From an optimization exercise on the open Yosys and OpenROAD flow, aimed at small area, a short achievable clock period and few clock cycles per item; shortcuts taken in it are not production practice. Where RTL was checked, it was by simulation tests only, not by an equivalence proof against the original. Power is estimated from default activity; no workload was simulated.

==> run A: inputs <==
==> flow/design.v (excerpt) <==
module kadai4 (
    input CLK,
    input RST,
    input [7:0] A,
    input [7:0] B,
    input ACK,
    input START,
    input HALT,
    output [15:0] X,
    output X_VALID,
    output REQ_AB
);
localparam  S_IDLE = 2'd0,
            S_INPUT = 2'd1,
            S_OUTPUT = 2'd2;
reg [15:0] r0, r1, r2, r3, r4, r5, r6, r7;
reg [1:0] st;
reg [2:0] cnt;       
reg [2:0] w;         
reg req;
reg vld;
wire abort = RST | HALT;
wire acc = req & ACK;
wire last_acc = acc & (cnt == 3'd7);
wire conv = last_acc | (st == S_OUTPUT);
wire [15:0] prod;
mult ml (
    .a(r6[15:8]),
    .b(r6[7:0]),
    .x(prod)
);
always @(posedge CLK) begin
    r0 <= acc ? {A, B} : r7;
    r1 <= r0;
    r2 <= r1;
    r3 <= r2;
    r4 <= r3;
    r5 <= r4;
    r6 <= r5;
    r7 <= conv ? prod : r6;
end
always @(posedge CLK) begin
    if (abort) begin
        st <= S_IDLE;
        req <= 1'b0;
        vld <= 1'b0;
    end else begin
        vld <= conv;
        case (st)
            S_IDLE:
                if (START) begin
                    st <= S_INPUT;
                    req <= 1'b1;
                    cnt <= 3'd0;
                end
            S_INPUT:
                if (acc) begin
                    cnt <= cnt + 3'd1;
                    if (cnt == 3'd7) begin
                        st <= S_OUTPUT;
                        req <= 1'b0;
                    end
                end else if (req) begin
                    req <= 1'b0;
                    w <= 3'd7;
                end else begin
  ...
==> module kadai4, before the edit <==
module kadai4 (
    input CLK,
    input RST,
    input [7:0] A,
    input [7:0] B,
    input ACK,
    input START,
    input HALT,
    output [15:0] X,
    output X_VALID,
    output REQ_AB
);
localparam  S_IDLE = 2'd0,
            S_INPUT = 2'd1,
            S_OUTPUT = 2'd2;
reg [15:0] r0, r1, r2, r3, r4, r5, r6, r7;
reg [1:0] st;
reg [2:0] cnt;       
reg [2:0] w;         
reg req;
reg vld;
wire abort = RST | HALT;
wire acc = req & ACK;
wire last_acc = acc & (cnt == 3'd7);
wire conv = last_acc | (st == S_OUTPUT);
wire [15:0] prod;
mult ml (
    .a(r6[15:8]),
    .b(r6[7:0]),
    .x(prod)
);
always @(posedge CLK) begin
    r0 <= acc ? {A, B} : r7;
    r1 <= r0;
    r2 <= r1;
    r3 <= r2;
    r4 <= r3;
    r5 <= r4;
    r6 <= r5;
    r7 <= conv ? prod : r6;
end
always @(posedge CLK) begin
    if (abort) begin
        st <= S_IDLE;
        req <= 1'b0;
        vld <= 1'b0;
    end else begin
        vld <= conv;
        case (st)
            S_IDLE:
                if (START) begin
                    st <= S_INPUT;
                    req <= 1'b1;
                    cnt <= 3'd0;
                end
            S_INPUT:
                if (acc) begin
                    cnt <= cnt + 3'd1;
                    if (cnt == 3'd7) begin
                        st <= S_OUTPUT;
                        req <= 1'b0;
                    end
                end else if (req) begin
                    req <= 1'b0;
                    w <= 3'd7;
                end else begin
                    w <= w - 3'd1;
                    if (w == 3'd1) req <= 1'b1;
                end
            default: begin
                cnt <= cnt + 3'd1;
                if (cnt == 3'd6) st <= S_IDLE;
            end
        endcase
    end
end
assign X = r7;
assign X_VALID = vld;
assign REQ_AB = req;
endmodule    
==> module mult, before the edit <==
module mult(
    input [7:0] a,
    input [7:0] b,
    output [15:0] x
    );
    assign x = a * b;
endmodule
Settings: LEC_CHECK=0, CAP_MARGIN=20, CORE_MARGIN=2, CORE_UTILIZATION=40, SLEW_MARGIN=20; clock period 5.0 ns.
run.sh (not shown) runs the stock make flow with config.mk's settings and CLKGATE_MAP_FILE= SYNTH_SCRIPT=/design/flow/synth_recipe.tcl, a recipe that flattens the netlist after the stock synthesis.
==> run D (differences from run A) <==
--- a/flow/design.v
+++ b/flow/design.v
@@ -29,8 +29,6 @@
 reg vld;
 wire abort = RST | HALT;
 wire acc = req & ACK;
-wire last_acc = acc & (cnt == 3'd7);
-wire conv = last_acc | (st == S_OUTPUT);
 wire [15:0] prod;
 mult ml (
     .a(r6[15:8]),
@@ -38,14 +36,14 @@
     .x(prod)
 );
 always @(posedge CLK) begin
-    r0 <= acc ? {A, B} : r7;
+    r0 <= acc ? {A, B} : r6;
     r1 <= r0;
     r2 <= r1;
     r3 <= r2;
     r4 <= r3;
     r5 <= r4;
     r6 <= r5;
-    r7 <= conv ? prod : r6;
+    r7 <= prod;
 end
 always @(posedge CLK) begin
     if (abort) begin
@@ -53,7 +51,6 @@
         req <= 1'b0;
         vld <= 1'b0;
     end else begin
-        vld <= conv;
         case (st)
             S_IDLE:
                 if (START) begin
@@ -67,17 +64,21 @@
                     if (cnt == 3'd7) begin
                         st <= S_OUTPUT;
                         req <= 1'b0;
+                        vld <= 1'b1;
                     end
                 end else if (req) begin
                     req <= 1'b0;
-                    w <= 3'd7;
+                    w <= 3'd6;
                 end else begin
                     w <= w - 3'd1;
                     if (w == 3'd1) req <= 1'b1;
                 end
             default: begin
                 cnt <= cnt + 3'd1;
-                if (cnt == 3'd6) st <= S_IDLE;
+                if (cnt == 3'd7) begin
+                    st <= S_IDLE;
+                    vld <= 1'b0;
+                end
             end
         endcase
     end
- ABC_CLOCK_PERIOD_IN_PS: default -> 2500
- SETUP_SLACK_MARGIN: default -> 2.5
==> run R (differences from run A) <==
--- a/flow/design.v
+++ b/flow/design.v
@@ -1,9 +1,21 @@
-module mult(
+module mult_part1(
     input [7:0] a,
     input [7:0] b,
+    output [10:0] p0,
+    output [10:0] p1,
+    output [9:0] p2
+    );
+    assign p0 = a * b[2:0];
+    assign p1 = a * b[5:3];
+    assign p2 = a * b[7:6];
+endmodule
+module mult_part2(
+    input [10:0] p0,
+    input [10:0] p1,
+    input [9:0] p2,
     output [15:0] x
     );
-    assign x = a * b;
+    assign x = p0 + {p1, 3'b000} + {p2, 6'b000000};
 endmodule
 `timescale 1ns / 1ps
 module kadai4 (
@@ -29,23 +41,36 @@
 reg vld;
 wire abort = RST | HALT;
 wire acc = req & ACK;
-wire last_acc = acc & (cnt == 3'd7);
-wire conv = last_acc | (st == S_OUTPUT);
+wire [10:0] pp0, pp1;
+wire [9:0] pp2;
+reg [10:0] e0, e1;
+reg [9:0] e2;
 wire [15:0] prod;
-mult ml (
-    .a(r6[15:8]),
-    .b(r6[7:0]),
+mult_part1 ml1 (
+    .a(r5[15:8]),
+    .b(r5[7:0]),
+    .p0(pp0),
+    .p1(pp1),
+    .p2(pp2)
+);
+mult_part2 ml2 (
+    .p0(e0),
+    .p1(e1),
+    .p2(e2),
     .x(prod)
 );
 always @(posedge CLK) begin
-    r0 <= acc ? {A, B} : r7;
+    r0 <= acc ? {A, B} : r6;
     r1 <= r0;
     r2 <= r1;
     r3 <= r2;
     r4 <= r3;
     r5 <= r4;
     r6 <= r5;
-    r7 <= conv ? prod : r6;
+    e0 <= pp0;
+    e1 <= pp1;
+    e2 <= pp2;
+    r7 <= prod;
 end
 always @(posedge CLK) begin
     if (abort) begin
@@ -53,7 +78,6 @@
         req <= 1'b0;
         vld <= 1'b0;
     end else begin
-        vld <= conv;
         case (st)
             S_IDLE:
                 if (START) begin
@@ -67,17 +91,21 @@
                     if (cnt == 3'd7) begin
                         st <= S_OUTPUT;
                         req <= 1'b0;
+                        vld <= 1'b1;
                     end
                 end else if (req) begin
                     req <= 1'b0;
-                    w <= 3'd7;
+                    w <= 3'd6;
                 end else begin
                     w <= w - 3'd1;
                     if (w == 3'd1) req <= 1'b1;
                 end
             default: begin
                 cnt <= cnt + 3'd1;
-                if (cnt == 3'd6) st <= S_IDLE;
+                if (cnt == 3'd7) begin
+                    st <= S_IDLE;
+                    vld <= 1'b0;
+                end
             end
         endcase
     end
- ABC_CLOCK_PERIOD_IN_PS: default -> 2300
- SETUP_SLACK_MARGIN: default -> 2.7
==> run notes <==
quantity	run D	run A	run R
Outcome	no timing/DRC/antenna violations	no timing/DRC/antenna violations	no timing/DRC/antenna violations
Width of the chip	120 um	121.5 um	129.2 um
Wire length per cell	12.91 um	13.68 um	12.98 um
Endpoint required time on the critical path	5.29 ns	5.33 ns	5.36 ns
Area of combinational cells with multiple inputs	2564 um^2	2456 um^2	3004 um^2
Floorplan die height	120 um	121.5 um	129.2 um
Total number of multi-input combinational cells	242	276	331
Seq/Total Area, Yosys	52.44%	51.14%	55.23%
Fraction of post-synthesis cell area in the top cell type by area	49.09%	47.88%	52.35%
Detail-routed via count per cell	4.439	4.546	4.570
Tightest Pin Transition	0.4678 ns	0.9070 ns	0.6103 ns
Clock Skew	0.007467 ns	0.005377 ns	0.009895 ns
Lkg Pwr	3.027 nW	3.051 nW	3.714 nW
DRC marker count from the first detailed-route iteration	99	122	147
Worst path arrival time	3.99 ns	4.74 ns	3.03 ns
Net switching power figure	0.0006322 W	0.0007110 W	0.0007910 W
Total routing usage reported by global routing	14.01%	15.08%	14.28%
Fraction of area in non-clock buffers	7.562%	5.899%	8.504%
Detailed Place HPWL	6336 um	7105 um	7166 um
Layout clock buffers	25	20	18
Starting Density	40.81%	41.35%	41.10%
Count of buffers added by post-CTS timing repair for setup	11	0	18
Testbench counts of run A, summed over its fixed seeds: cycles 3,264, items 1,536.
Function not checked in run D and run R: the RTL went through the layout flow alone.

-- separate check: timing with driven ports --
In the flow no input, the clock included, has a driving cell. The finished layouts below were timed again as built, in two steps. Step 1 assumes that a clkbuf_16 drives the clock port and a buf_2 every other input. Step 2, shift: input delay + t, output delay - t, t = (earliest + latest rising clock arrival at the registers) / 2. This alone moves slack from input paths to output paths. Three values: ideal, step 1, step 2; two values: the first two.
run | t, ns | slack for setup (ns) | worst register clock-pin slew, ns
run A | 0.449 | 0.586 / 0.586 / 0.586 | 0.06 / 0.06
run D | 0.447 | 1.298 / 1.298 / 1.298 | 0.06 / 0.06
run R | 0.462 | 2.324 / 2.324 / 2.324 | 0.07 / 0.07
After both steps setup and hold are still met in every run listed.
